Background: an optimization exercise with open tools, aiming at small area. Do not read the settings as production practice. The RTL was checked by simulation tests, not by an equivalence proof against the original design. Power figures rest on the tool's default switching activity, not on a simulated workload.

$ cat design/flow/run.sh
#!/bin/bash
# synth_recipe.tcl (not shown) runs the flow's synth.tcl, then flattens the netlist and writes it again
# the make line also repeats each setting of config.mk as NAME=value (left out here)
make -C /OpenROAD-flow-scripts/flow DESIGN_CONFIG=/design/flow/config.mk WORK_HOME=/design/flow/orfs CLKGATE_MAP_FILE= SYNTH_SCRIPT=/design/flow/synth_recipe.tcl finish
$ cat design/flow/config.mk
export PLATFORM = sky130hd
export DESIGN_NAME = ALU_DESIGN
export DESIGN_NICKNAME = ALU_DESIGN
export VERILOG_FILES = /design/flow/design.v
export SDC_FILE = /design/flow/constraint.sdc
export NUM_CORES = 4
export LEC_CHECK = 0
export ABC_AREA = 1
export CAP_MARGIN = 20
export CORE_MARGIN = 2
export CORE_UTILIZATION = 40
export SLEW_MARGIN = 20
export SYNTH_HIERARCHICAL = 1
export SYNTH_MINIMUM_KEEP_SIZE = 0
$ cat design/flow/constraint.sdc
create_clock -name core_clock -period 10.0 [get_ports {CLK}]
set_input_delay 2.0000 -clock core_clock [delete_from_list [all_inputs] [get_ports {CLK}]]
set_output_delay 2.0000 -clock core_clock [all_outputs]
set_load 0.01 [all_outputs]
$ cat design/flow/design.v
module ALU_DESIGN #(parameter WIDTH_OP = 16, WIDTH_CMD = 4)(CLK,RST,INP_VALID,MODE,CMD,CE,OPA,OPB,CIN,ERR,RES,OFLOW,COUT,G,L,E);
localparam WIDTH = WIDTH_OP*2;
input [WIDTH_OP-1 : 0] OPA,OPB ;
input CLK,RST,MODE,CIN,CE;
input [1:0] INP_VALID ;
input [WIDTH_CMD-1:0] CMD ;
output reg ERR,OFLOW,COUT,G,L,E;
output reg [WIDTH-1:0] RES;
reg [15:0] TEMP_A, TEMP_B;
reg [16:0] TEMP_RES, SIGN_RES;
reg [31:0] TEMP_MULT;
reg        zero_res, zero_sign, zero_mult;    
reg [1:0]  valid_pipe;
reg [3:0]  rotation;
reg        err_flag;
wire v0 = valid_pipe[0];
wire v1 = valid_pipe[1];
wire [15:0] c;                       
assign c = 16'd1 << CMD;
wire m1 = MODE, m0 = ~MODE;
wire legal = MODE ? (CMD <= 4'd12) : (CMD <= 4'd13);
wire need01 = m1 ? (c[4] | c[5]) : (c[6] | c[8] | c[9]);
wire need10 = m1 ? (c[6] | c[7]) : (c[7] | c[10] | c[11]);
wire need11 = ~need01 & ~need10;
wire ivok = need01 ? (INP_VALID == 2'b01) : need10 ? (INP_VALID == 2'b10) : (INP_VALID == 2'b11);
wire ok = legal & ivok;
wire mul9  = m1 & c[9];
wire mul10 = m1 & c[10];
wire mulc  = mul9 | mul10;
wire vsel  = mulc ? v1 : v0;
wire g     = ok & vsel;             
wire useA = ~(m1 & (c[6] | c[7]));
wire decB = m1 & c[7];
wire useB = ~(m1 & (c[4] | c[5]));
wire invY = m1 & (c[1] | c[3] | c[5] | c[12]);
wire sgn  = m1 & (c[11] | c[12]);
wire ci   = m1 & (c[1] | c[4] | c[6] | c[12] | (c[2] & CIN) | (c[3] & ~CIN));
wire [15:0] X = (OPA & {16{useA}}) | {16{decB}};
wire [15:0] Y = (OPB & {16{useB}}) ^ {16{invY}};
wire X16 = decB | (sgn & OPA[15]);
wire Y16 = invY ^ (sgn & OPB[15]);
wire aw1, aw2;
alu_fa u_aw1 (.a(X[0]), .b(Y[0]), .c(ci), .s(aw1), .co(aw2));
wire aw3, aw4;
alu_fa u_aw3 (.a(X[1]), .b(Y[1]), .c(aw2), .s(aw3), .co(aw4));
wire aw5, aw6;
alu_fa u_aw5 (.a(X[2]), .b(Y[2]), .c(aw4), .s(aw5), .co(aw6));
wire aw7, aw8;
alu_fa u_aw7 (.a(X[3]), .b(Y[3]), .c(aw6), .s(aw7), .co(aw8));
wire aw9, aw10;
alu_fa u_aw9 (.a(X[4]), .b(Y[4]), .c(aw8), .s(aw9), .co(aw10));
wire aw11, aw12;
alu_fa u_aw11 (.a(X[5]), .b(Y[5]), .c(aw10), .s(aw11), .co(aw12));
wire aw13, aw14;
alu_fa u_aw13 (.a(X[6]), .b(Y[6]), .c(aw12), .s(aw13), .co(aw14));
wire aw15, aw16;
alu_fa u_aw15 (.a(X[7]), .b(Y[7]), .c(aw14), .s(aw15), .co(aw16));
wire aw17, aw18;
alu_fa u_aw17 (.a(X[8]), .b(Y[8]), .c(aw16), .s(aw17), .co(aw18));
wire aw19, aw20;
alu_fa u_aw19 (.a(X[9]), .b(Y[9]), .c(aw18), .s(aw19), .co(aw20));
wire aw21, aw22;
alu_fa u_aw21 (.a(X[10]), .b(Y[10]), .c(aw20), .s(aw21), .co(aw22));
wire aw23, aw24;
alu_fa u_aw23 (.a(X[11]), .b(Y[11]), .c(aw22), .s(aw23), .co(aw24));
wire aw25, aw26;
alu_fa u_aw25 (.a(X[12]), .b(Y[12]), .c(aw24), .s(aw25), .co(aw26));
wire aw27, aw28;
alu_fa u_aw27 (.a(X[13]), .b(Y[13]), .c(aw26), .s(aw27), .co(aw28));
wire aw29, aw30;
alu_fa u_aw29 (.a(X[14]), .b(Y[14]), .c(aw28), .s(aw29), .co(aw30));
wire aw31, aw32;
alu_fa u_aw31 (.a(X[15]), .b(Y[15]), .c(aw30), .s(aw31), .co(aw32));
wire [16:0] s16;
assign s16 = {aw32, aw31, aw29, aw27, aw25, aw23, aw21, aw19, aw17, aw15, aw13, aw11, aw9, aw7, aw5, aw3, aw1};
wire [16:0] sum = {X16 ^ Y16 ^ s16[16], s16[15:0]};
reg [16:0] lres;
always @(*) begin
  case (CMD[2:0])
    3'd0: lres = {1'b0, OPA & OPB};
    3'd1: lres = {1'b1, ~(OPA & OPB)};
    3'd2: lres = {1'b0, OPA | OPB};
    3'd3: lres = {1'b1, ~(OPA | OPB)};
    3'd4: lres = {1'b0, OPA ^ OPB};
    default: lres = {1'b1, ~(OPA ^ OPB)};
  endcase
end
wire [15:0] cx = TEMP_A ^ TEMP_B;
wire [16:0] ltc;
assign ltc[0] = 1'b0;
genvar gi;
generate for (gi = 0; gi < 16; gi = gi + 1) begin : cmpchain
  assign ltc[gi+1] = (~TEMP_A[gi] & TEMP_B[gi]) | (~cx[gi] & ltc[gi]);
end endgenerate
wire ult = ltc[16];
wire eq  = ~|cx;
wire slt = (TEMP_A[15] ^ TEMP_B[15]) ? TEMP_A[15] : ult;
wire lt  = sgn ? slt : ult;
wire [16:0] a2 = mul9 ? {1'b0, TEMP_A} : {TEMP_A, 1'b0};
wire [15:0] ea = ~(TEMP_A & {16{mul9}});
wire [15:0] eb = ~(TEMP_B & {16{mul9}});
wire [16:0] pp0 = ~(a2 & {17{TEMP_B[0]}});
wire [16:0] pp1 = ~(a2 & {17{TEMP_B[1]}});
wire [16:0] pp2 = ~(a2 & {17{TEMP_B[2]}});
wire [16:0] pp3 = ~(a2 & {17{TEMP_B[3]}});
wire [16:0] pp4 = ~(a2 & {17{TEMP_B[4]}});
wire [16:0] pp5 = ~(a2 & {17{TEMP_B[5]}});
wire [16:0] pp6 = ~(a2 & {17{TEMP_B[6]}});
wire [16:0] pp7 = ~(a2 & {17{TEMP_B[7]}});
wire [16:0] pp8 = ~(a2 & {17{TEMP_B[8]}});
wire [16:0] pp9 = ~(a2 & {17{TEMP_B[9]}});
wire [16:0] pp10 = ~(a2 & {17{TEMP_B[10]}});
wire [16:0] pp11 = ~(a2 & {17{TEMP_B[11]}});
wire [16:0] pp12 = ~(a2 & {17{TEMP_B[12]}});
wire [16:0] pp13 = ~(a2 & {17{TEMP_B[13]}});
wire [16:0] pp14 = ~(a2 & {17{TEMP_B[14]}});
wire [16:0] pp15 = ~(a2 & {17{TEMP_B[15]}});
wire mul9n = ~mul9;
wire [31:0] prodn;
wire [31:0] prod = ~prodn;
wire mw1, mw2;
alu_fa u_mw1 (.a(pp0[11]), .b(pp1[10]), .c(1'b1), .s(mw1), .co(mw2));
wire mw3, mw4;
alu_fa u_mw3 (.a(pp0[12]), .b(pp1[11]), .c(pp2[10]), .s(mw3), .co(mw4));
wire mw5, mw6;
alu_fa u_mw5 (.a(pp3[9]), .b(pp4[8]), .c(1'b1), .s(mw5), .co(mw6));
wire mw7, mw8;
alu_fa u_mw7 (.a(pp0[13]), .b(pp1[12]), .c(pp2[11]), .s(mw7), .co(mw8));
wire mw9, mw10;
alu_fa u_mw9 (.a(pp3[10]), .b(pp4[9]), .c(pp5[8]), .s(mw9), .co(mw10));
wire mw11, mw12;
alu_fa u_mw11 (.a(pp6[7]), .b(pp7[6]), .c(1'b1), .s(mw11), .co(mw12));
wire mw13, mw14;
alu_fa u_mw13 (.a(pp0[14]), .b(pp1[13]), .c(pp2[12]), .s(mw13), .co(mw14));
wire mw15, mw16;
alu_fa u_mw15 (.a(pp3[11]), .b(pp4[10]), .c(pp5[9]), .s(mw15), .co(mw16));
wire mw17, mw18;
alu_fa u_mw17 (.a(pp6[8]), .b(pp7[7]), .c(pp8[6]), .s(mw17), .co(mw18));
wire mw19, mw20;
alu_fa u_mw19 (.a(pp9[5]), .b(pp10[4]), .c(1'b1), .s(mw19), .co(mw20));
wire mw21, mw22;
alu_fa u_mw21 (.a(pp0[15]), .b(pp1[14]), .c(pp2[13]), .s(mw21), .co(mw22));
wire mw23, mw24;
alu_fa u_mw23 (.a(pp3[12]), .b(pp4[11]), .c(pp5[10]), .s(mw23), .co(mw24));
wire mw25, mw26;
alu_fa u_mw25 (.a(pp6[9]), .b(pp7[8]), .c(pp8[7]), .s(mw25), .co(mw26));
wire mw27, mw28;
alu_fa u_mw27 (.a(pp9[6]), .b(pp10[5]), .c(pp11[4]), .s(mw27), .co(mw28));
wire mw29, mw30;
alu_fa u_mw29 (.a(pp12[3]), .b(pp13[2]), .c(1'b1), .s(mw29), .co(mw30));
wire mw31, mw32;
alu_fa u_mw31 (.a(pp0[16]), .b(pp1[15]), .c(pp2[14]), .s(mw31), .co(mw32));
wire mw33, mw34;
alu_fa u_mw33 (.a(pp3[13]), .b(pp4[12]), .c(pp5[11]), .s(mw33), .co(mw34));
wire mw35, mw36;
alu_fa u_mw35 (.a(pp6[10]), .b(pp7[9]), .c(pp8[8]), .s(mw35), .co(mw36));
wire mw37, mw38;
alu_fa u_mw37 (.a(pp9[7]), .b(pp10[6]), .c(pp11[5]), .s(mw37), .co(mw38));
wire mw39, mw40;
alu_fa u_mw39 (.a(pp1[16]), .b(pp2[15]), .c(pp3[14]), .s(mw39), .co(mw40));
wire mw41, mw42;
alu_fa u_mw41 (.a(pp4[13]), .b(pp5[12]), .c(pp6[11]), .s(mw41), .co(mw42));
wire mw43, mw44;
alu_fa u_mw43 (.a(pp7[10]), .b(pp8[9]), .c(pp9[8]), .s(mw43), .co(mw44));
wire mw45, mw46;
alu_fa u_mw45 (.a(pp2[16]), .b(pp3[15]), .c(pp4[14]), .s(mw45), .co(mw46));
wire mw47, mw48;
alu_fa u_mw47 (.a(pp5[13]), .b(pp6[12]), .c(pp7[11]), .s(mw47), .co(mw48));
wire mw49, mw50;
alu_fa u_mw49 (.a(pp3[16]), .b(pp4[15]), .c(pp5[14]), .s(mw49), .co(mw50));
wire mw51, mw52;
alu_fa u_mw51 (.a(pp0[7]), .b(pp1[6]), .c(1'b1), .s(mw51), .co(mw52));
wire mw53, mw54;
alu_fa u_mw53 (.a(pp0[8]), .b(pp1[7]), .c(pp2[6]), .s(mw53), .co(mw54));
wire mw55, mw56;
alu_fa u_mw55 (.a(pp3[5]), .b(pp4[4]), .c(1'b1), .s(mw55), .co(mw56));
wire mw57, mw58;
alu_fa u_mw57 (.a(pp0[9]), .b(pp1[8]), .c(pp2[7]), .s(mw57), .co(mw58));
wire mw59, mw60;
alu_fa u_mw59 (.a(pp3[6]), .b(pp4[5]), .c(pp5[4]), .s(mw59), .co(mw60));
wire mw61, mw62;
alu_fa u_mw61 (.a(pp6[3]), .b(pp7[2]), .c(1'b1), .s(mw61), .co(mw62));
wire mw63, mw64;
alu_fa u_mw63 (.a(pp0[10]), .b(pp1[9]), .c(pp2[8]), .s(mw63), .co(mw64));
wire mw65, mw66;
alu_fa u_mw65 (.a(pp3[7]), .b(pp4[6]), .c(pp5[5]), .s(mw65), .co(mw66));
wire mw67, mw68;
alu_fa u_mw67 (.a(pp6[4]), .b(pp7[3]), .c(pp8[2]), .s(mw67), .co(mw68));
wire mw69, mw70;
alu_fa u_mw69 (.a(pp9[1]), .b(pp10[0]), .c(1'b1), .s(mw69), .co(mw70));
wire mw71, mw72;
alu_fa u_mw71 (.a(pp2[9]), .b(pp3[8]), .c(pp4[7]), .s(mw71), .co(mw72));
wire mw73, mw74;
alu_fa u_mw73 (.a(pp5[6]), .b(pp6[5]), .c(pp7[4]), .s(mw73), .co(mw74));
wire mw75, mw76;
alu_fa u_mw75 (.a(pp8[3]), .b(pp9[2]), .c(pp10[1]), .s(mw75), .co(mw76));
wire mw77, mw78;
alu_fa u_mw77 (.a(pp11[0]), .b(ea[11]), .c(eb[11]), .s(mw77), .co(mw78));
wire mw79, mw80;
alu_fa u_mw79 (.a(pp5[7]), .b(pp6[6]), .c(pp7[5]), .s(mw79), .co(mw80));
wire mw81, mw82;
alu_fa u_mw81 (.a(pp8[4]), .b(pp9[3]), .c(pp10[2]), .s(mw81), .co(mw82));
wire mw83, mw84;
alu_fa u_mw83 (.a(pp11[1]), .b(pp12[0]), .c(ea[12]), .s(mw83), .co(mw84));
wire mw85, mw86;
alu_fa u_mw85 (.a(eb[12]), .b(mw2), .c(mw3), .s(mw85), .co(mw86));
wire mw87, mw88;
alu_fa u_mw87 (.a(pp8[5]), .b(pp9[4]), .c(pp10[3]), .s(mw87), .co(mw88));
wire mw89, mw90;
alu_fa u_mw89 (.a(pp11[2]), .b(pp12[1]), .c(pp13[0]), .s(mw89), .co(mw90));
wire mw91, mw92;
alu_fa u_mw91 (.a(ea[13]), .b(eb[13]), .c(mw4), .s(mw91), .co(mw92));
wire mw93, mw94;
alu_fa u_mw93 (.a(mw6), .b(mw7), .c(mw9), .s(mw93), .co(mw94));
wire mw95, mw96;
alu_fa u_mw95 (.a(pp11[3]), .b(pp12[2]), .c(pp13[1]), .s(mw95), .co(mw96));
wire mw97, mw98;
alu_fa u_mw97 (.a(pp14[0]), .b(ea[14]), .c(eb[14]), .s(mw97), .co(mw98));
wire mw99, mw100;
alu_fa u_mw99 (.a(mw8), .b(mw10), .c(mw12), .s(mw99), .co(mw100));
wire mw101, mw102;
alu_fa u_mw101 (.a(mw13), .b(mw15), .c(mw17), .s(mw101), .co(mw102));
wire mw103, mw104;
alu_fa u_mw103 (.a(pp14[1]), .b(pp15[0]), .c(ea[15]), .s(mw103), .co(mw104));
wire mw105, mw106;
alu_fa u_mw105 (.a(eb[15]), .b(mw14), .c(mw16), .s(mw105), .co(mw106));
wire mw107, mw108;
alu_fa u_mw107 (.a(mw18), .b(mw20), .c(mw21), .s(mw107), .co(mw108));
wire mw109, mw110;
alu_fa u_mw109 (.a(mw23), .b(mw25), .c(mw27), .s(mw109), .co(mw110));
wire mw111, mw112;
alu_fa u_mw111 (.a(pp12[4]), .b(pp13[3]), .c(pp14[2]), .s(mw111), .co(mw112));
wire mw113, mw114;
alu_fa u_mw113 (.a(pp15[1]), .b(mw22), .c(mw24), .s(mw113), .co(mw114));
wire mw115, mw116;
alu_fa u_mw115 (.a(mw26), .b(mw28), .c(mw30), .s(mw115), .co(mw116));
wire mw117, mw118;
alu_fa u_mw117 (.a(mw31), .b(mw33), .c(mw35), .s(mw117), .co(mw118));
wire mw119, mw120;
alu_fa u_mw119 (.a(pp10[7]), .b(pp11[6]), .c(pp12[5]), .s(mw119), .co(mw120));
wire mw121, mw122;
alu_fa u_mw121 (.a(pp13[4]), .b(pp14[3]), .c(pp15[2]), .s(mw121), .co(mw122));
wire mw123, mw124;
alu_fa u_mw123 (.a(mw32), .b(mw34), .c(mw36), .s(mw123), .co(mw124));
wire mw125, mw126;
alu_fa u_mw125 (.a(mw38), .b(mw39), .c(mw41), .s(mw125), .co(mw126));
wire mw127, mw128;
alu_fa u_mw127 (.a(pp8[10]), .b(pp9[9]), .c(pp10[8]), .s(mw127), .co(mw128));
wire mw129, mw130;
alu_fa u_mw129 (.a(pp11[7]), .b(pp12[6]), .c(pp13[5]), .s(mw129), .co(mw130));
wire mw131, mw132;
alu_fa u_mw131 (.a(pp14[4]), .b(pp15[3]), .c(mw40), .s(mw131), .co(mw132));
wire mw133, mw134;
alu_fa u_mw133 (.a(mw42), .b(mw44), .c(mw45), .s(mw133), .co(mw134));
wire mw135, mw136;
alu_fa u_mw135 (.a(pp6[13]), .b(pp7[12]), .c(pp8[11]), .s(mw135), .co(mw136));
wire mw137, mw138;
alu_fa u_mw137 (.a(pp9[10]), .b(pp10[9]), .c(pp11[8]), .s(mw137), .co(mw138));
wire mw139, mw140;
alu_fa u_mw139 (.a(pp12[7]), .b(pp13[6]), .c(pp14[5]), .s(mw139), .co(mw140));
wire mw141, mw142;
alu_fa u_mw141 (.a(pp15[4]), .b(mw46), .c(mw48), .s(mw141), .co(mw142));
wire mw143, mw144;
alu_fa u_mw143 (.a(pp4[16]), .b(pp5[15]), .c(pp6[14]), .s(mw143), .co(mw144));
wire mw145, mw146;
alu_fa u_mw145 (.a(pp7[13]), .b(pp8[12]), .c(pp9[11]), .s(mw145), .co(mw146));
wire mw147, mw148;
alu_fa u_mw147 (.a(pp10[10]), .b(pp11[9]), .c(pp12[8]), .s(mw147), .co(mw148));
wire mw149, mw150;
alu_fa u_mw149 (.a(pp13[7]), .b(pp14[6]), .c(pp15[5]), .s(mw149), .co(mw150));
wire mw151, mw152;
alu_fa u_mw151 (.a(pp5[16]), .b(pp6[15]), .c(pp7[14]), .s(mw151), .co(mw152));
wire mw153, mw154;
alu_fa u_mw153 (.a(pp8[13]), .b(pp9[12]), .c(pp10[11]), .s(mw153), .co(mw154));
wire mw155, mw156;
alu_fa u_mw155 (.a(pp11[10]), .b(pp12[9]), .c(pp13[8]), .s(mw155), .co(mw156));
wire mw157, mw158;
alu_fa u_mw157 (.a(pp6[16]), .b(pp7[15]), .c(pp8[14]), .s(mw157), .co(mw158));
wire mw159, mw160;
alu_fa u_mw159 (.a(pp9[13]), .b(pp10[12]), .c(pp11[11]), .s(mw159), .co(mw160));
wire mw161, mw162;
alu_fa u_mw161 (.a(pp7[16]), .b(pp8[15]), .c(pp9[14]), .s(mw161), .co(mw162));
wire mw163, mw164;
alu_fa u_mw163 (.a(pp0[4]), .b(pp1[3]), .c(1'b1), .s(mw163), .co(mw164));
wire mw165, mw166;
alu_fa u_mw165 (.a(pp0[5]), .b(pp1[4]), .c(pp2[3]), .s(mw165), .co(mw166));
wire mw167, mw168;
alu_fa u_mw167 (.a(pp3[2]), .b(pp4[1]), .c(1'b1), .s(mw167), .co(mw168));
wire mw169, mw170;
alu_fa u_mw169 (.a(pp0[6]), .b(pp1[5]), .c(pp2[4]), .s(mw169), .co(mw170));
wire mw171, mw172;
alu_fa u_mw171 (.a(pp3[3]), .b(pp4[2]), .c(pp5[1]), .s(mw171), .co(mw172));
wire mw173, mw174;
alu_fa u_mw173 (.a(pp6[0]), .b(ea[6]), .c(1'b1), .s(mw173), .co(mw174));
wire mw175, mw176;
alu_fa u_mw175 (.a(pp2[5]), .b(pp3[4]), .c(pp4[3]), .s(mw175), .co(mw176));
wire mw177, mw178;
alu_fa u_mw177 (.a(pp5[2]), .b(pp6[1]), .c(pp7[0]), .s(mw177), .co(mw178));
wire mw179, mw180;
alu_fa u_mw179 (.a(ea[7]), .b(eb[7]), .c(mw51), .s(mw179), .co(mw180));
wire mw181, mw182;
alu_fa u_mw181 (.a(pp5[3]), .b(pp6[2]), .c(pp7[1]), .s(mw181), .co(mw182));
wire mw183, mw184;
alu_fa u_mw183 (.a(pp8[0]), .b(ea[8]), .c(eb[8]), .s(mw183), .co(mw184));
wire mw185, mw186;
alu_fa u_mw185 (.a(mw52), .b(mw53), .c(mw55), .s(mw185), .co(mw186));
wire mw187, mw188;
alu_fa u_mw187 (.a(pp8[1]), .b(pp9[0]), .c(ea[9]), .s(mw187), .co(mw188));
wire mw189, mw190;
alu_fa u_mw189 (.a(eb[9]), .b(mw54), .c(mw56), .s(mw189), .co(mw190));
wire mw191, mw192;
alu_fa u_mw191 (.a(mw57), .b(mw59), .c(mw61), .s(mw191), .co(mw192));
wire mw193, mw194;
alu_fa u_mw193 (.a(ea[10]), .b(eb[10]), .c(mw58), .s(mw193), .co(mw194));
wire mw195, mw196;
alu_fa u_mw195 (.a(mw60), .b(mw62), .c(mw63), .s(mw195), .co(mw196));
wire mw197, mw198;
alu_fa u_mw197 (.a(mw65), .b(mw67), .c(mw69), .s(mw197), .co(mw198));
wire mw199, mw200;
alu_fa u_mw199 (.a(mw64), .b(mw66), .c(mw68), .s(mw199), .co(mw200));
wire mw201, mw202;
alu_fa u_mw201 (.a(mw70), .b(mw1), .c(mw71), .s(mw201), .co(mw202));
wire mw203, mw204;
alu_fa u_mw203 (.a(mw73), .b(mw75), .c(mw77), .s(mw203), .co(mw204));
wire mw205, mw206;
alu_fa u_mw205 (.a(mw72), .b(mw74), .c(mw76), .s(mw205), .co(mw206));
wire mw207, mw208;
alu_fa u_mw207 (.a(mw78), .b(mw5), .c(mw79), .s(mw207), .co(mw208));
wire mw209, mw210;
alu_fa u_mw209 (.a(mw81), .b(mw83), .c(mw85), .s(mw209), .co(mw210));
wire mw211, mw212;
alu_fa u_mw211 (.a(mw80), .b(mw82), .c(mw84), .s(mw211), .co(mw212));
wire mw213, mw214;
alu_fa u_mw213 (.a(mw11), .b(mw87), .c(mw89), .s(mw213), .co(mw214));
wire mw215, mw216;
alu_fa u_mw215 (.a(mw91), .b(mw86), .c(mw93), .s(mw215), .co(mw216));
wire mw217, mw218;
alu_fa u_mw217 (.a(mw88), .b(mw90), .c(mw19), .s(mw217), .co(mw218));
wire mw219, mw220;
alu_fa u_mw219 (.a(mw95), .b(mw97), .c(mw92), .s(mw219), .co(mw220));
wire mw221, mw222;
alu_fa u_mw221 (.a(mw99), .b(mw94), .c(mw101), .s(mw221), .co(mw222));
wire mw223, mw224;
alu_fa u_mw223 (.a(mw96), .b(mw98), .c(mw29), .s(mw223), .co(mw224));
wire mw225, mw226;
alu_fa u_mw225 (.a(mw103), .b(mw100), .c(mw105), .s(mw225), .co(mw226));
wire mw227, mw228;
alu_fa u_mw227 (.a(mw102), .b(mw107), .c(mw109), .s(mw227), .co(mw228));
wire mw229, mw230;
alu_fa u_mw229 (.a(mw104), .b(mw37), .c(mw111), .s(mw229), .co(mw230));
wire mw231, mw232;
alu_fa u_mw231 (.a(mw106), .b(mw113), .c(mw115), .s(mw231), .co(mw232));
wire mw233, mw234;
alu_fa u_mw233 (.a(mw108), .b(mw110), .c(mw117), .s(mw233), .co(mw234));
wire mw235, mw236;
alu_fa u_mw235 (.a(mw112), .b(mw43), .c(mw119), .s(mw235), .co(mw236));
wire mw237, mw238;
alu_fa u_mw237 (.a(mw121), .b(mw114), .c(mw116), .s(mw237), .co(mw238));
wire mw239, mw240;
alu_fa u_mw239 (.a(mw123), .b(mw118), .c(mw125), .s(mw239), .co(mw240));
wire mw241, mw242;
alu_fa u_mw241 (.a(mw120), .b(mw122), .c(mw47), .s(mw241), .co(mw242));
wire mw243, mw244;
alu_fa u_mw243 (.a(mw127), .b(mw129), .c(mw124), .s(mw243), .co(mw244));
wire mw245, mw246;
alu_fa u_mw245 (.a(mw131), .b(mw126), .c(mw133), .s(mw245), .co(mw246));
wire mw247, mw248;
alu_fa u_mw247 (.a(mw128), .b(mw130), .c(mw49), .s(mw247), .co(mw248));
wire mw249, mw250;
alu_fa u_mw249 (.a(mw135), .b(mw137), .c(mw139), .s(mw249), .co(mw250));
wire mw251, mw252;
alu_fa u_mw251 (.a(mw132), .b(mw141), .c(mw134), .s(mw251), .co(mw252));
wire mw253, mw254;
alu_fa u_mw253 (.a(mw50), .b(mw136), .c(mw138), .s(mw253), .co(mw254));
wire mw255, mw256;
alu_fa u_mw255 (.a(mw140), .b(mw143), .c(mw145), .s(mw255), .co(mw256));
wire mw257, mw258;
alu_fa u_mw257 (.a(mw147), .b(mw149), .c(mw142), .s(mw257), .co(mw258));
wire mw259, mw260;
alu_fa u_mw259 (.a(pp14[7]), .b(pp15[6]), .c(mw144), .s(mw259), .co(mw260));
wire mw261, mw262;
alu_fa u_mw261 (.a(mw146), .b(mw148), .c(mw150), .s(mw261), .co(mw262));
wire mw263, mw264;
alu_fa u_mw263 (.a(mw151), .b(mw153), .c(mw155), .s(mw263), .co(mw264));
wire mw265, mw266;
alu_fa u_mw265 (.a(pp12[10]), .b(pp13[9]), .c(pp14[8]), .s(mw265), .co(mw266));
wire mw267, mw268;
alu_fa u_mw267 (.a(pp15[7]), .b(mw152), .c(mw154), .s(mw267), .co(mw268));
wire mw269, mw270;
alu_fa u_mw269 (.a(mw156), .b(mw157), .c(mw159), .s(mw269), .co(mw270));
wire mw271, mw272;
alu_fa u_mw271 (.a(pp10[13]), .b(pp11[12]), .c(pp12[11]), .s(mw271), .co(mw272));
wire mw273, mw274;
alu_fa u_mw273 (.a(pp13[10]), .b(pp14[9]), .c(pp15[8]), .s(mw273), .co(mw274));
wire mw275, mw276;
alu_fa u_mw275 (.a(mw158), .b(mw160), .c(mw161), .s(mw275), .co(mw276));
wire mw277, mw278;
alu_fa u_mw277 (.a(pp8[16]), .b(pp9[15]), .c(pp10[14]), .s(mw277), .co(mw278));
wire mw279, mw280;
alu_fa u_mw279 (.a(pp11[13]), .b(pp12[12]), .c(pp13[11]), .s(mw279), .co(mw280));
wire mw281, mw282;
alu_fa u_mw281 (.a(pp14[10]), .b(pp15[9]), .c(mw162), .s(mw281), .co(mw282));
wire mw283, mw284;
alu_fa u_mw283 (.a(pp9[16]), .b(pp10[15]), .c(pp11[14]), .s(mw283), .co(mw284));
wire mw285, mw286;
alu_fa u_mw285 (.a(pp12[13]), .b(pp13[12]), .c(pp14[11]), .s(mw285), .co(mw286));
wire mw287, mw288;
alu_fa u_mw287 (.a(pp10[16]), .b(pp11[15]), .c(pp12[14]), .s(mw287), .co(mw288));
wire mw289, mw290;
alu_fa u_mw289 (.a(pp0[2]), .b(pp1[1]), .c(1'b1), .s(mw289), .co(mw290));
wire mw291, mw292;
alu_fa u_mw291 (.a(pp0[3]), .b(pp1[2]), .c(pp2[1]), .s(mw291), .co(mw292));
wire mw293, mw294;
alu_fa u_mw293 (.a(pp3[0]), .b(ea[3]), .c(1'b1), .s(mw293), .co(mw294));
wire mw295, mw296;
alu_fa u_mw295 (.a(pp2[2]), .b(pp3[1]), .c(pp4[0]), .s(mw295), .co(mw296));
wire mw297, mw298;
alu_fa u_mw297 (.a(ea[4]), .b(eb[4]), .c(mw163), .s(mw297), .co(mw298));
wire mw299, mw300;
alu_fa u_mw299 (.a(pp5[0]), .b(ea[5]), .c(eb[5]), .s(mw299), .co(mw300));
wire mw301, mw302;
alu_fa u_mw301 (.a(mw164), .b(mw165), .c(mw167), .s(mw301), .co(mw302));
wire mw303, mw304;
alu_fa u_mw303 (.a(eb[6]), .b(mw166), .c(mw168), .s(mw303), .co(mw304));
wire mw305, mw306;
alu_fa u_mw305 (.a(mw169), .b(mw171), .c(mw173), .s(mw305), .co(mw306));
wire mw307, mw308;
alu_fa u_mw307 (.a(mw170), .b(mw172), .c(mw174), .s(mw307), .co(mw308));
wire mw309, mw310;
alu_fa u_mw309 (.a(mw175), .b(mw177), .c(mw179), .s(mw309), .co(mw310));
wire mw311, mw312;
alu_fa u_mw311 (.a(mw176), .b(mw178), .c(mw181), .s(mw311), .co(mw312));
wire mw313, mw314;
alu_fa u_mw313 (.a(mw183), .b(mw180), .c(mw185), .s(mw313), .co(mw314));
wire mw315, mw316;
alu_fa u_mw315 (.a(mw182), .b(mw184), .c(mw187), .s(mw315), .co(mw316));
wire mw317, mw318;
alu_fa u_mw317 (.a(mw189), .b(mw186), .c(mw191), .s(mw317), .co(mw318));
wire mw319, mw320;
alu_fa u_mw319 (.a(mw188), .b(mw190), .c(mw193), .s(mw319), .co(mw320));
wire mw321, mw322;
alu_fa u_mw321 (.a(mw192), .b(mw195), .c(mw197), .s(mw321), .co(mw322));
wire mw323, mw324;
alu_fa u_mw323 (.a(mw194), .b(mw199), .c(mw196), .s(mw323), .co(mw324));
wire mw325, mw326;
alu_fa u_mw325 (.a(mw198), .b(mw201), .c(mw203), .s(mw325), .co(mw326));
wire mw327, mw328;
alu_fa u_mw327 (.a(mw200), .b(mw205), .c(mw202), .s(mw327), .co(mw328));
wire mw329, mw330;
alu_fa u_mw329 (.a(mw204), .b(mw207), .c(mw209), .s(mw329), .co(mw330));
wire mw331, mw332;
alu_fa u_mw331 (.a(mw206), .b(mw211), .c(mw208), .s(mw331), .co(mw332));
wire mw333, mw334;
alu_fa u_mw333 (.a(mw213), .b(mw210), .c(mw215), .s(mw333), .co(mw334));
wire mw335, mw336;
alu_fa u_mw335 (.a(mw212), .b(mw214), .c(mw217), .s(mw335), .co(mw336));
wire mw337, mw338;
alu_fa u_mw337 (.a(mw219), .b(mw216), .c(mw221), .s(mw337), .co(mw338));
wire mw339, mw340;
alu_fa u_mw339 (.a(mw218), .b(mw223), .c(mw220), .s(mw339), .co(mw340));
wire mw341, mw342;
alu_fa u_mw341 (.a(mw225), .b(mw222), .c(mw227), .s(mw341), .co(mw342));
wire mw343, mw344;
alu_fa u_mw343 (.a(mw224), .b(mw229), .c(mw226), .s(mw343), .co(mw344));
wire mw345, mw346;
alu_fa u_mw345 (.a(mw231), .b(mw228), .c(mw233), .s(mw345), .co(mw346));
wire mw347, mw348;
alu_fa u_mw347 (.a(mw230), .b(mw235), .c(mw237), .s(mw347), .co(mw348));
wire mw349, mw350;
alu_fa u_mw349 (.a(mw232), .b(mw234), .c(mw239), .s(mw349), .co(mw350));
wire mw351, mw352;
alu_fa u_mw351 (.a(mw236), .b(mw241), .c(mw238), .s(mw351), .co(mw352));
wire mw353, mw354;
alu_fa u_mw353 (.a(mw243), .b(mw240), .c(mw245), .s(mw353), .co(mw354));
wire mw355, mw356;
alu_fa u_mw355 (.a(mw242), .b(mw247), .c(mw249), .s(mw355), .co(mw356));
wire mw357, mw358;
alu_fa u_mw357 (.a(mw244), .b(mw251), .c(mw246), .s(mw357), .co(mw358));
wire mw359, mw360;
alu_fa u_mw359 (.a(mw253), .b(mw248), .c(mw250), .s(mw359), .co(mw360));
wire mw361, mw362;
alu_fa u_mw361 (.a(mw255), .b(mw257), .c(mw252), .s(mw361), .co(mw362));
wire mw363, mw364;
alu_fa u_mw363 (.a(mw254), .b(mw259), .c(mw261), .s(mw363), .co(mw364));
wire mw365, mw366;
alu_fa u_mw365 (.a(mw256), .b(mw263), .c(mw258), .s(mw365), .co(mw366));
wire mw367, mw368;
alu_fa u_mw367 (.a(mw265), .b(mw260), .c(mw262), .s(mw367), .co(mw368));
wire mw369, mw370;
alu_fa u_mw369 (.a(mw267), .b(mw264), .c(mw269), .s(mw369), .co(mw370));
wire mw371, mw372;
alu_fa u_mw371 (.a(mw266), .b(mw271), .c(mw273), .s(mw371), .co(mw372));
wire mw373, mw374;
alu_fa u_mw373 (.a(mw268), .b(mw270), .c(mw275), .s(mw373), .co(mw374));
wire mw375, mw376;
alu_fa u_mw375 (.a(mw272), .b(mw274), .c(mw277), .s(mw375), .co(mw376));
wire mw377, mw378;
alu_fa u_mw377 (.a(mw279), .b(mw281), .c(mw276), .s(mw377), .co(mw378));
wire mw379, mw380;
alu_fa u_mw379 (.a(pp15[10]), .b(mw278), .c(mw280), .s(mw379), .co(mw380));
wire mw381, mw382;
alu_fa u_mw381 (.a(mw283), .b(mw285), .c(mw282), .s(mw381), .co(mw382));
wire mw383, mw384;
alu_fa u_mw383 (.a(pp13[13]), .b(pp14[12]), .c(pp15[11]), .s(mw383), .co(mw384));
wire mw385, mw386;
alu_fa u_mw385 (.a(mw284), .b(mw286), .c(mw287), .s(mw385), .co(mw386));
wire mw387, mw388;
alu_fa u_mw387 (.a(pp11[16]), .b(pp12[15]), .c(pp13[14]), .s(mw387), .co(mw388));
wire mw389, mw390;
alu_fa u_mw389 (.a(pp14[13]), .b(pp15[12]), .c(mw288), .s(mw389), .co(mw390));
wire mw391, mw392;
alu_fa u_mw391 (.a(pp12[16]), .b(pp13[15]), .c(pp14[14]), .s(mw391), .co(mw392));
wire mw393, mw394;
alu_fa u_mw393 (.a(pp0[0]), .b(ea[0]), .c(1'b1), .s(mw393), .co(mw394));
wire mw395, mw396;
alu_fa u_mw395 (.a(pp0[1]), .b(pp1[0]), .c(ea[1]), .s(mw395), .co(mw396));
wire mw397, mw398;
alu_fa u_mw397 (.a(pp2[0]), .b(ea[2]), .c(eb[2]), .s(mw397), .co(mw398));
wire mw399, mw400;
alu_fa u_mw399 (.a(eb[3]), .b(mw290), .c(mw291), .s(mw399), .co(mw400));
wire mw401, mw402;
alu_fa u_mw401 (.a(mw292), .b(mw294), .c(mw295), .s(mw401), .co(mw402));
wire mw403, mw404;
alu_fa u_mw403 (.a(mw296), .b(mw299), .c(mw298), .s(mw403), .co(mw404));
wire mw405, mw406;
alu_fa u_mw405 (.a(mw300), .b(mw303), .c(mw302), .s(mw405), .co(mw406));
wire mw407, mw408;
alu_fa u_mw407 (.a(mw304), .b(mw307), .c(mw306), .s(mw407), .co(mw408));
wire mw409, mw410;
alu_fa u_mw409 (.a(mw308), .b(mw311), .c(mw310), .s(mw409), .co(mw410));
wire mw411, mw412;
alu_fa u_mw411 (.a(mw312), .b(mw315), .c(mw314), .s(mw411), .co(mw412));
wire mw413, mw414;
alu_fa u_mw413 (.a(mw316), .b(mw319), .c(mw318), .s(mw413), .co(mw414));
wire mw415, mw416;
alu_fa u_mw415 (.a(mw320), .b(mw323), .c(mw322), .s(mw415), .co(mw416));
wire mw417, mw418;
alu_fa u_mw417 (.a(mw324), .b(mw327), .c(mw326), .s(mw417), .co(mw418));
wire mw419, mw420;
alu_fa u_mw419 (.a(mw328), .b(mw331), .c(mw330), .s(mw419), .co(mw420));
wire mw421, mw422;
alu_fa u_mw421 (.a(mw332), .b(mw335), .c(mw334), .s(mw421), .co(mw422));
wire mw423, mw424;
alu_fa u_mw423 (.a(mw336), .b(mw339), .c(mw338), .s(mw423), .co(mw424));
wire mw425, mw426;
alu_fa u_mw425 (.a(mw340), .b(mw343), .c(mw342), .s(mw425), .co(mw426));
wire mw427, mw428;
alu_fa u_mw427 (.a(mw344), .b(mw347), .c(mw346), .s(mw427), .co(mw428));
wire mw429, mw430;
alu_fa u_mw429 (.a(mw351), .b(mw348), .c(mw350), .s(mw429), .co(mw430));
wire mw431, mw432;
alu_fa u_mw431 (.a(mw355), .b(mw352), .c(mw357), .s(mw431), .co(mw432));
wire mw433, mw434;
alu_fa u_mw433 (.a(mw359), .b(mw356), .c(mw358), .s(mw433), .co(mw434));
wire mw435, mw436;
alu_fa u_mw435 (.a(mw360), .b(mw363), .c(mw365), .s(mw435), .co(mw436));
wire mw437, mw438;
alu_fa u_mw437 (.a(mw367), .b(mw364), .c(mw369), .s(mw437), .co(mw438));
wire mw439, mw440;
alu_fa u_mw439 (.a(mw371), .b(mw368), .c(mw370), .s(mw439), .co(mw440));
wire mw441, mw442;
alu_fa u_mw441 (.a(mw372), .b(mw375), .c(mw377), .s(mw441), .co(mw442));
wire mw443, mw444;
alu_fa u_mw443 (.a(mw379), .b(mw376), .c(mw381), .s(mw443), .co(mw444));
wire mw445, mw446;
alu_fa u_mw445 (.a(mw383), .b(mw380), .c(mw385), .s(mw445), .co(mw446));
wire mw447, mw448;
alu_fa u_mw447 (.a(mw384), .b(mw387), .c(mw389), .s(mw447), .co(mw448));
wire mw449, mw450;
alu_fa u_mw449 (.a(pp15[13]), .b(mw388), .c(mw391), .s(mw449), .co(mw450));
wire mw451, mw452;
alu_fa u_mw451 (.a(pp13[16]), .b(pp14[15]), .c(pp15[14]), .s(mw451), .co(mw452));
wire mw453, mw454;
alu_fa u_mw453 (.a(eb[0]), .b(mul9n), .c(1'b1), .s(mw453), .co(mw454));
wire mw455, mw456;
alu_fa u_mw455 (.a(eb[1]), .b(mw394), .c(mw395), .s(mw455), .co(mw456));
wire mw457, mw458;
alu_fa u_mw457 (.a(mw396), .b(mw289), .c(mw397), .s(mw457), .co(mw458));
wire mw459, mw460;
alu_fa u_mw459 (.a(mw398), .b(mw293), .c(mw399), .s(mw459), .co(mw460));
wire mw461, mw462;
alu_fa u_mw461 (.a(mw400), .b(mw297), .c(mw401), .s(mw461), .co(mw462));
wire mw463, mw464;
alu_fa u_mw463 (.a(mw402), .b(mw301), .c(mw403), .s(mw463), .co(mw464));
wire mw465, mw466;
alu_fa u_mw465 (.a(mw305), .b(mw404), .c(mw405), .s(mw465), .co(mw466));
wire mw467, mw468;
alu_fa u_mw467 (.a(mw406), .b(mw407), .c(mw309), .s(mw467), .co(mw468));
wire mw469, mw470;
alu_fa u_mw469 (.a(mw408), .b(mw313), .c(mw409), .s(mw469), .co(mw470));
wire mw471, mw472;
alu_fa u_mw471 (.a(mw317), .b(mw410), .c(mw411), .s(mw471), .co(mw472));
wire mw473, mw474;
alu_fa u_mw473 (.a(mw321), .b(mw412), .c(mw413), .s(mw473), .co(mw474));
wire mw475, mw476;
alu_fa u_mw475 (.a(mw325), .b(mw414), .c(mw415), .s(mw475), .co(mw476));
wire mw477, mw478;
alu_fa u_mw477 (.a(mw416), .b(mw417), .c(mw329), .s(mw477), .co(mw478));
wire mw479, mw480;
alu_fa u_mw479 (.a(mw418), .b(mw333), .c(mw419), .s(mw479), .co(mw480));
wire mw481, mw482;
alu_fa u_mw481 (.a(mw337), .b(mw420), .c(mw421), .s(mw481), .co(mw482));
wire mw483, mw484;
alu_fa u_mw483 (.a(mw341), .b(mw422), .c(mw423), .s(mw483), .co(mw484));
wire mw485, mw486;
alu_fa u_mw485 (.a(mw345), .b(mw424), .c(mw425), .s(mw485), .co(mw486));
wire mw487, mw488;
alu_fa u_mw487 (.a(mw349), .b(mw426), .c(mw427), .s(mw487), .co(mw488));
wire mw489, mw490;
alu_fa u_mw489 (.a(mw353), .b(mw428), .c(mw429), .s(mw489), .co(mw490));
wire mw491, mw492;
alu_fa u_mw491 (.a(mw354), .b(mw430), .c(mw431), .s(mw491), .co(mw492));
wire mw493, mw494;
alu_fa u_mw493 (.a(mw361), .b(mw433), .c(mw432), .s(mw493), .co(mw494));
wire mw495, mw496;
alu_fa u_mw495 (.a(mw362), .b(mw434), .c(mw435), .s(mw495), .co(mw496));
wire mw497, mw498;
alu_fa u_mw497 (.a(mw366), .b(mw437), .c(mw436), .s(mw497), .co(mw498));
wire mw499, mw500;
alu_fa u_mw499 (.a(mw373), .b(mw439), .c(mw438), .s(mw499), .co(mw500));
wire mw501, mw502;
alu_fa u_mw501 (.a(mw374), .b(mw440), .c(mw441), .s(mw501), .co(mw502));
wire mw503, mw504;
alu_fa u_mw503 (.a(mw378), .b(mw442), .c(mw443), .s(mw503), .co(mw504));
wire mw505, mw506;
alu_fa u_mw505 (.a(mw382), .b(mw445), .c(mw444), .s(mw505), .co(mw506));
wire mw507, mw508;
alu_fa u_mw507 (.a(mw386), .b(mw447), .c(mw446), .s(mw507), .co(mw508));
wire mw509, mw510;
alu_fa u_mw509 (.a(mw390), .b(mw449), .c(mw448), .s(mw509), .co(mw510));
wire mw511, mw512;
alu_fa u_mw511 (.a(mw392), .b(mw451), .c(mw450), .s(mw511), .co(mw512));
wire mw513, mw514;
alu_fa u_mw513 (.a(pp14[16]), .b(pp15[15]), .c(mw452), .s(mw513), .co(mw514));
wire mw515, mw516;
alu_fa u_mw515 (.a(mw393), .b(mw453), .c(1'b1), .s(mw515), .co(mw516));
wire mw517, mw518;
alu_fa u_mw517 (.a(mw455), .b(mw454), .c(mw516), .s(mw517), .co(mw518));
wire mw519, mw520;
alu_fa u_mw519 (.a(mw457), .b(mw456), .c(mw518), .s(mw519), .co(mw520));
wire mw521, mw522;
alu_fa u_mw521 (.a(mw459), .b(mw458), .c(mw520), .s(mw521), .co(mw522));
wire mw523, mw524;
alu_fa u_mw523 (.a(mw461), .b(mw460), .c(mw522), .s(mw523), .co(mw524));
wire mw525, mw526;
alu_fa u_mw525 (.a(mw463), .b(mw462), .c(mw524), .s(mw525), .co(mw526));
wire mw527, mw528;
alu_fa u_mw527 (.a(mw465), .b(mw464), .c(mw526), .s(mw527), .co(mw528));
wire mw529, mw530;
alu_fa u_mw529 (.a(mw467), .b(mw466), .c(mw528), .s(mw529), .co(mw530));
wire mw531, mw532;
alu_fa u_mw531 (.a(mw469), .b(mw468), .c(mw530), .s(mw531), .co(mw532));
wire mw533, mw534;
alu_fa u_mw533 (.a(mw471), .b(mw470), .c(mw532), .s(mw533), .co(mw534));
wire mw535, mw536;
alu_fa u_mw535 (.a(mw473), .b(mw472), .c(1'b1), .s(mw535), .co(mw536));
wire mw537, mw538;
alu_fa u_mw537 (.a(mw475), .b(mw474), .c(mw536), .s(mw537), .co(mw538));
wire mw539, mw540;
alu_fa u_mw539 (.a(mw477), .b(mw476), .c(mw538), .s(mw539), .co(mw540));
wire mw541, mw542;
alu_fa u_mw541 (.a(mw479), .b(mw478), .c(mw540), .s(mw541), .co(mw542));
wire mw543, mw544;
alu_fa u_mw543 (.a(mw481), .b(mw480), .c(mw542), .s(mw543), .co(mw544));
wire mw545 = mw535 ^ ~mw534;
wire mw546 = ~mw535;
wire mw547 = mw537 ^ (~mw534 & mw546);
wire mw548 = mw546 & ~mw537;
wire mw549 = mw539 ^ (~mw534 & mw548);
wire mw550 = mw548 & ~mw539;
wire mw551 = mw541 ^ (~mw534 & mw550);
wire mw552 = mw550 & ~mw541;
wire mw553 = mw543 ^ (~mw534 & mw552);
wire mw554 = mw552 & ~mw543;
wire mw555 = ~(~mw544 | (~mw534 & mw554));
wire mw556, mw557;
alu_fa u_mw556 (.a(mw483), .b(mw482), .c(1'b1), .s(mw556), .co(mw557));
wire mw558, mw559;
alu_fa u_mw558 (.a(mw485), .b(mw484), .c(mw557), .s(mw558), .co(mw559));
wire mw560, mw561;
alu_fa u_mw560 (.a(mw487), .b(mw486), .c(mw559), .s(mw560), .co(mw561));
wire mw562, mw563;
alu_fa u_mw562 (.a(mw489), .b(mw488), .c(mw561), .s(mw562), .co(mw563));
wire mw564, mw565;
alu_fa u_mw564 (.a(mw491), .b(mw490), .c(mw563), .s(mw564), .co(mw565));
wire mw566 = mw556 ^ ~mw555;
wire mw567 = ~mw556;
wire mw568 = mw558 ^ (~mw555 & mw567);
wire mw569 = mw567 & ~mw558;
wire mw570 = mw560 ^ (~mw555 & mw569);
wire mw571 = mw569 & ~mw560;
wire mw572 = mw562 ^ (~mw555 & mw571);
wire mw573 = mw571 & ~mw562;
wire mw574 = mw564 ^ (~mw555 & mw573);
wire mw575 = mw573 & ~mw564;
wire mw576 = ~(~mw565 | (~mw555 & mw575));
wire mw577, mw578;
alu_fa u_mw577 (.a(mw493), .b(mw492), .c(1'b1), .s(mw577), .co(mw578));
wire mw579, mw580;
alu_fa u_mw579 (.a(mw495), .b(mw494), .c(mw578), .s(mw579), .co(mw580));
wire mw581, mw582;
alu_fa u_mw581 (.a(mw497), .b(mw496), .c(mw580), .s(mw581), .co(mw582));
wire mw583, mw584;
alu_fa u_mw583 (.a(mw499), .b(mw498), .c(mw582), .s(mw583), .co(mw584));
wire mw585, mw586;
alu_fa u_mw585 (.a(mw501), .b(mw500), .c(mw584), .s(mw585), .co(mw586));
wire mw587 = mw577 ^ ~mw576;
wire mw588 = ~mw577;
wire mw589 = mw579 ^ (~mw576 & mw588);
wire mw590 = mw588 & ~mw579;
wire mw591 = mw581 ^ (~mw576 & mw590);
wire mw592 = mw590 & ~mw581;
wire mw593 = mw583 ^ (~mw576 & mw592);
wire mw594 = mw592 & ~mw583;
wire mw595 = mw585 ^ (~mw576 & mw594);
wire mw596 = mw594 & ~mw585;
wire mw597 = ~(~mw586 | (~mw576 & mw596));
wire mw598, mw599;
alu_fa u_mw598 (.a(mw503), .b(mw502), .c(1'b1), .s(mw598), .co(mw599));
wire mw600, mw601;
alu_fa u_mw600 (.a(mw505), .b(mw504), .c(mw599), .s(mw600), .co(mw601));
wire mw602, mw603;
alu_fa u_mw602 (.a(mw507), .b(mw506), .c(mw601), .s(mw602), .co(mw603));
wire mw604, mw605;
alu_fa u_mw604 (.a(mw509), .b(mw508), .c(mw603), .s(mw604), .co(mw605));
wire mw606, mw607;
alu_fa u_mw606 (.a(mw511), .b(mw510), .c(mw605), .s(mw606), .co(mw607));
wire mw608, mw609;
alu_fa u_mw608 (.a(mw513), .b(mw512), .c(mw607), .s(mw608), .co(mw609));
wire mw610, mw611;
alu_fa u_mw610 (.a(pp15[16]), .b(mw514), .c(mw609), .s(mw610), .co(mw611));
wire mw612 = mw598 ^ ~mw597;
wire mw613 = ~mw598;
wire mw614 = mw600 ^ (~mw597 & mw613);
wire mw615 = mw613 & ~mw600;
wire mw616 = mw602 ^ (~mw597 & mw615);
wire mw617 = mw615 & ~mw602;
wire mw618 = mw604 ^ (~mw597 & mw617);
wire mw619 = mw617 & ~mw604;
wire mw620 = mw606 ^ (~mw597 & mw619);
wire mw621 = mw619 & ~mw606;
wire mw622 = mw608 ^ (~mw597 & mw621);
wire mw623 = mw621 & ~mw608;
wire mw624 = mw610 ^ (~mw597 & mw623);
assign prodn = {mw624, mw622, mw620, mw618, mw616, mw614, mw612, mw595, mw593, mw591, mw589, mw587, mw574, mw572, mw570, mw568, mw566, mw553, mw551, mw549, mw547, mw545, mw533, mw531, mw529, mw527, mw525, mw523, mw521, mw519, mw517, mw515};
wire [31:0] dbl = {TEMP_A, TEMP_A};
wire [3:0]  rsh = c[13] ? rotation : (4'd0 - rotation);
wire [15:0] rot = dbl >> rsh;
reg [31:0] rsel;
always @(*) begin
  if (m1) begin
    if (mulc)               rsel = zero_mult ? 32'd0 : TEMP_MULT;
    else if (sgn)           rsel = zero_sign ? 32'd0 : {{15{SIGN_RES[16]}}, SIGN_RES};
    else                    rsel = zero_res ? 32'd0 : {15'd0, TEMP_RES};
  end else begin
    case (CMD)
      4'd6:  rsel = {16'hFFFF, ~TEMP_A};
      4'd7:  rsel = {16'hFFFF, ~TEMP_B};
      4'd8:  rsel = {16'd0, TEMP_A};
      4'd9:  rsel = {15'd0, TEMP_A, 1'b0};
      4'd10: rsel = {17'd0, TEMP_B[15:1]};
      4'd11: rsel = {15'd0, TEMP_B, 1'b0};
      4'd12, 4'd13: rsel = {16'd0, rot};
      default: rsel = zero_res ? 32'd0 : {15'd0, TEMP_RES};
    endcase
  end
end
wire sr15 = SIGN_RES[15] & ~zero_sign;
wire tr16 = TEMP_RES[16] & ~zero_res;
wire ovf_add = (~TEMP_A[15] & ~TEMP_B[15] & sr15) | (TEMP_A[15] & TEMP_B[15] & ~sr15);
wire ovf_sub = (TEMP_A[15] ^ TEMP_B[15]) & (sr15 ^ TEMP_A[15]);
wire opb_max = &OPB;
always @(posedge CLK or posedge RST) begin
  if (RST) begin
    ERR <= 1'b0; OFLOW <= 1'b0; COUT <= 1'b0; G <= 1'b0; L <= 1'b0; E <= 1'b0;
    RES <= 32'd0;
  end else if (CE) begin
    RES   <= g ? rsel : 32'd0;
    ERR   <= ~ok | (m0 & (c[12] | c[13]) & v0 & err_flag);
    COUT  <= m1 & ((g & (c[0] | c[2]) & tr16) |
                   (g & c[11] & ovf_add) | (v0 & c[12] & ovf_sub));
    OFLOW <= m1 & ((g & (c[4] | c[5] | c[6] | c[7]) & tr16) |
                   (g & c[1] & ult) |
                   (g & c[3] & sum[16] & ~(opb_max & CIN)) |
                   (v0 & c[11] & ovf_add) | (g & c[12] & ovf_sub));
    E     <= m1 & v0 & (c[8] | sgn) & eq;
    G     <= m1 & v0 & (c[8] | sgn) & ~eq & ~lt;
    L     <= m1 & v0 & (c[8] | sgn) & lt;
  end else begin
    ERR <= 1'b0; OFLOW <= 1'b0; COUT <= 1'b0; G <= 1'b0; L <= 1'b0; E <= 1'b0;
    RES <= 32'd0;
  end
end
wire ldTR  = m1 ? (c[0] | c[1] | c[2] | c[3] | c[4] | c[5] | c[6] | c[7] | c[8])
                : (c[0] | c[1] | c[2] | c[3] | c[4] | c[5]);
wire clrTR = m1 ? (c[0] | c[1] | c[2] | c[3] | c[4] | c[5] | c[6] | c[7] | c[8])
                : (c[0] | c[1] | c[2] | c[3]);
wire ldA   = m1 ? (c[1] | c[8] | c[9] | c[10] | c[11] | c[12])
                : (c[6] | c[8] | c[9] | c[12] | c[13]);
wire clrA  = m1 ? (c[1] | c[8] | c[11] | c[12])
                : (c[4] | c[5] | c[6] | c[8] | c[9] | c[12] | c[13]);
wire ldB   = m1 ? (c[1] | c[8] | c[9] | c[10] | c[11] | c[12])
                : (c[7] | c[10] | c[11]);
wire clrB  = m1 ? (c[1] | c[8] | c[11] | c[12])
                : (c[4] | c[5] | c[7] | c[10] | c[11] | c[12] | c[13]);
wire clrAB1 = mul10 & v1;           
always @(posedge CLK or posedge RST) begin
  if (RST) begin
    TEMP_A <= 16'd0; TEMP_B <= 16'd0;
    zero_res <= 1'b1; zero_sign <= 1'b1; zero_mult <= 1'b1;
    valid_pipe <= 2'd0; rotation <= 4'd0; err_flag <= 1'b0;
  end else if (CE & legal) begin
    valid_pipe <= {v0, ok};
    if (ok & ldTR)            zero_res <= m1 & c[8];
    else if (v0 & clrTR)      zero_res <= 1'b1;
    if (ok & sgn)             zero_sign <= 1'b0;
    else if (v0 & sgn)        zero_sign <= 1'b1;
    if (v0 & mulc)            zero_mult <= 1'b0;
    else if (clrAB1)          zero_mult <= 1'b1;
    if (ok & ldA)             TEMP_A <= (m0 & c[8]) ? {1'b0, OPA[15:1]} : OPA;
    else if ((v0 & clrA) | clrAB1) TEMP_A <= 16'd0;
    if (ok & ldB)             TEMP_B <= OPB;
    else if ((v0 & clrB) | clrAB1) TEMP_B <= 16'd0;
    if (ok & m0 & (c[12] | c[13])) begin
      rotation <= OPB[3:0];
      err_flag <= |OPB[15:5];
    end else if (v0 & m0 & (c[12] | c[13])) begin
      rotation <= 4'd0;
      err_flag <= 1'b0;
    end
  end
end
always @(posedge CLK) begin
  if (CE & legal) begin
    if (ok & ldTR & ~(m1 & c[8])) TEMP_RES <= m1 ? sum : lres;
    if (ok & sgn)             SIGN_RES <= sum;
    if (v0 & mulc)            TEMP_MULT <= prod;
  end
end
endmodule
module alu_fa (a, b, c, s, co);
input a, b, c;
output s, co;
assign s = a ^ b ^ c;
assign co = (a & b) | (a & c) | (b & c);
endmodule
==> impl_metrics.toml <==
[die]
ios = 81
die_h_um = 216
core_mm2 = 0.0442
placementRows = 77
dieArea_mm2 = 0.0465
die_w_um = 216
start_util_pct = 40.5

[global_routing]
met2_usage_pct = 43.7
grt.busiest_layer = "met2"
grt_start_max_net_pins = 77
grtUsageTotal_pct = 27.1
gr-total-overflow = 0
grt_pass1_vias = 16058
grt_util_met3_pct = 5.29
grtUsageMet1_pct = 36.5
grt_pass1_wl_um = 95100
antenna_found_initial = 0

[synthesis]
synth.distinct_cells = 51
post-synth-top-area-cell = "fa_1"
synth_warnings = 7
syn_avg_cell_area_um2 = 8.83
ys_seq_area_share_pct = 22.2
synth_edf_count = 66
synth_top_flop_cell = "dfrtp_1"
netlist_top_cells_area = "fa_1 34%, nand2_1 13%, edfxtp_1 11%"
synth_common_cells = "626 x nand2_1, 305 x fa_1, 154 x inv_1, 111 x o21ai_0, 82 x nand3_1"
synth_cells = 2031
synth_most_common_cell = "nand2_1"
ys_ff_latch = 146
syn-cell-area_mm2 = 0.0179
postSynth.asyncResetShare_pct = 54.8
synth_top_area_share_pct = 34.1

[layout]
design_area_mm2 = 0.0207
drive_above_1_share_pct = 11.3
syn_to_final_growth_pct = 15.7
final_nets = 2575
n_antenna_cell = 0

[critical_path]
critPathTopFamily = "adder cells"
critPathCaptureType = "flop"
path_buf_inv = 3
startpoint_type = "input port"
r2r_cells = 27
worstSetupPathType = "in -> reg"
cp_slowest_stage_delay_ns = 0.43
cp_num_cells = 34
path_max_fanout = 3
cp_slowest_cell = "clkdlybuf4s50_1"
r2r_setup_slack_ns = 2.75
arrival_ns = 10.05
cp.required_ns = 10.41

[clock_tree]
ctsHoldBuffers = 0
clock_path_buffers = 2
post_cts.repair.setup_buffers = 0
path_clk_slew_ns = 0.07
clockRootBuffer = "clkbuf_16"
cts_sinks = 146
cts_tree = "built"
htreeDepth = 4
clkLatencyLatePin_ns = 0.46
cts_buffers = 17

[detailed_routing]
drt_pre_antenna_iters = 9
wl_per_cell_um = 21.7
drtIter0Drc = 1513
via_per_inst = 5.53
drc = 0
vias = 15366
routed_wl_um = 60200
antenna_left = 0

[pwr]
leakage_nw = 7.41
power_density_mw_per_mm2 = 225
vdd_drop_max_v = 0.000241

[sta]
finalSetupViolCount = 0
relSlewSlack_pct = 25.7
fmax_mhz = 104
slew_violations = 0
hold_viol_final = 0
fin_crit_sh_pct = 96.4
rsz0062_at_grt = "no"
tightest_slew_ns = 1.11
whs_ns = 0.529
fin_crit_ns = 9.64
final.setup_skew_ns = 0.0132

[placement]
placed_area_mm2 = 0.0201
numPortBuffers = 80
place_hpwl_um = 48100
gp_congestion = 0.970

[job]
maxCapViolCount = 0

[worst_hold_path]
worst_hold_path_type = "reg -> reg"
hold_path_depth = 2

[status]
outcome = "timing/DRC/antenna clean"
[layout by cell type, fill, tap and decap left out, types with 4 or more instances in the layout]
cell             Yosys  final
o21ai_1             25     26
ha_1                55     55
nand4_1              9      9
a221oi_1            18     18
nor4_1               6      6
xor2_1              29     29
conb_1               1     21
mux2i_1             16     16
clkbuf_16            0     17
inv_2               13     14
nand2_4              4      4
o22ai_1             56     56
nor3_1              14     13
o21ai_2              4      4
dfrtp_1             77     76
fa_2                 0      8
xnor2_1              4      4
nand3_1             82     82
buf_4                7    137
o21ai_0            111    110
nand3b_1            16     16
a31oi_1             17     17
a2111oi_0            7      7
fa_1               305    297
nor2_1              78     75
nand2_1            626    625
o211ai_1            17     17
edfxtp_1            66     66
a21oi_1             55     54
nor2_2              13     15
inv_1              154    152
nand2_2             10     11
clkdlybuf4s50_1      0     78
[worst reg2reg max path: cells and delay by family (launching register included)]
kind	cells	cell delay, ns
AO/OA/AOI/OAI	2	0.28
XOR/XNOR	1	0.07
adder cells (fa/ha/maj)	12	4.74
buffers and inverters	2	0.26
flip-flops	1	0.46
AND/OR/NAND/NOR	10	1.21
[power breakdown]
group	switching [mW]	internal [mW]	total [mW]	leakage, nW
logic	1.82	1.28	3.10	5.48
registers	0.137	0.810	0.947	1.66
clock network	0.288	0.325	0.613	0.270
[cell families (layout without fill, tap and decap cells)]
| family | after synthesis | in the layout | synth area share, % |
|---|---|---|---|
| buffers and inverters | 288 | 422 | 6.47 |
| other | 1 | 21 | 0.0209 |
| muxes | 16 | 16 | 0.893 |
| xor gates and xnor gates | 35 | 35 | 1.79 |
| DFF | 146 | 146 | 22.2 |
| adders and majority gates | 360 | 360 | 37.9 |
| AOI/OAI and AO/OA | 319 | 319 | 10.4 |
| and+or+nand+nor | 866 | 866 | 20.2 |
[Yosys stat by module, one instance, submodules excluded]
module | copies in the design | area [µm²] | flops+latches
alu_fa | 305 | 20.0 | 0
ALU_DESIGN | 1 | 11800 | 146
[state kept, by name, summed over array words and instances (netlist names)]
name,cells
COUT,1
E,1
ERR,1
G,1
L,1
OFLOW,1
RES,32
SIGN_RES,17
TEMP_A,16
TEMP_B,16
TEMP_MULT,32
TEMP_RES,17
err_flag,1
rotation,4
valid_pipe,2
zero_mult,1
zero_res,1
zero_sign,1
[path summary, 6_finish.rpt]
| check | start | end |
|---|---|---|
| min in group asynchronous | RST | RES[23] |
| max reg2reg | TEMP_A[0] | TEMP_MULT[26] |
| min | zero_mult | zero_mult |
| max in group asynchronous | RST | TEMP_B[6] |
| max | CMD[1] | OFLOW |
| min reg2reg | zero_mult | zero_mult |
[final cells by class]
class | instances | area (µm²)
multi-input combinational | 1617 | 12900
timing repair buffer | 220 | 1900
tap | 592 | 741
fill | 4285 | 23500
clock inverter | 14 | 125
sequential | 146 | 3990
inverter | 170 | 644
clock buffer | 18 | 429
[layer usage]
metal	vias to the layer above	wire, µm	share of wire, %
met5	-	0	0
met4	0	2110	3.5
met3	130	4580	7.6
met2	665	28400	47
met1	7715	25200	42
li1	6856	-	-
[repair_timing]
action / 4_1_cts / 5_1_grt
resized for setup: 2 / 13
endpoints found under the setup margin: 1 / 11
pin swaps: 0 / 2
[per-stage QoR]
stage               setup WS (ns)  instances  setup TNS [ns]  total power [mW]  util, %
floorplan                   0.135       2051               0              3.01        -
global placement           -0.424       2744          -0.914              3.98     45.5
detailed placement         -0.541       2745           -2.19              4.04     45.5
global route               0.0304       2777               0              5.13     46.9
CTS                        0.0668       2777               0              4.67     46.8
finish                      0.359       2777               0              4.66     46.9

-- afterwards: timing with drivers on the ports --
Ports are ideal in the flow. The routed layout listed here was re-timed in OpenROAD. Step 1 sets driving cells, clkbuf_16 on the clock port and buf_2 on the other inputs (assumed; they add their load-dependent delay and slew). Step 2, shift: input delay + t, output delay - t, t = (earliest + latest rising clock arrival at the registers) / 2. This alone moves slack from input paths to output paths. Slacks: ideal ports / drivers / drivers and shift; pairs: ideal ports / drivers.
t, ns: 0.513
setup slack, ns: 0.359 / 0.389 / -0.124
hold slack, ns: 0.529 / 0.529 / 0.529
worst register clock-pin slew, ns: 0.07 / 0.07
Met with ideal ports but missed after step 2: setup timing in this run. For this run, drivers alone change the setup slack by +0.030 ns; drivers and shift together by -0.483 ns.
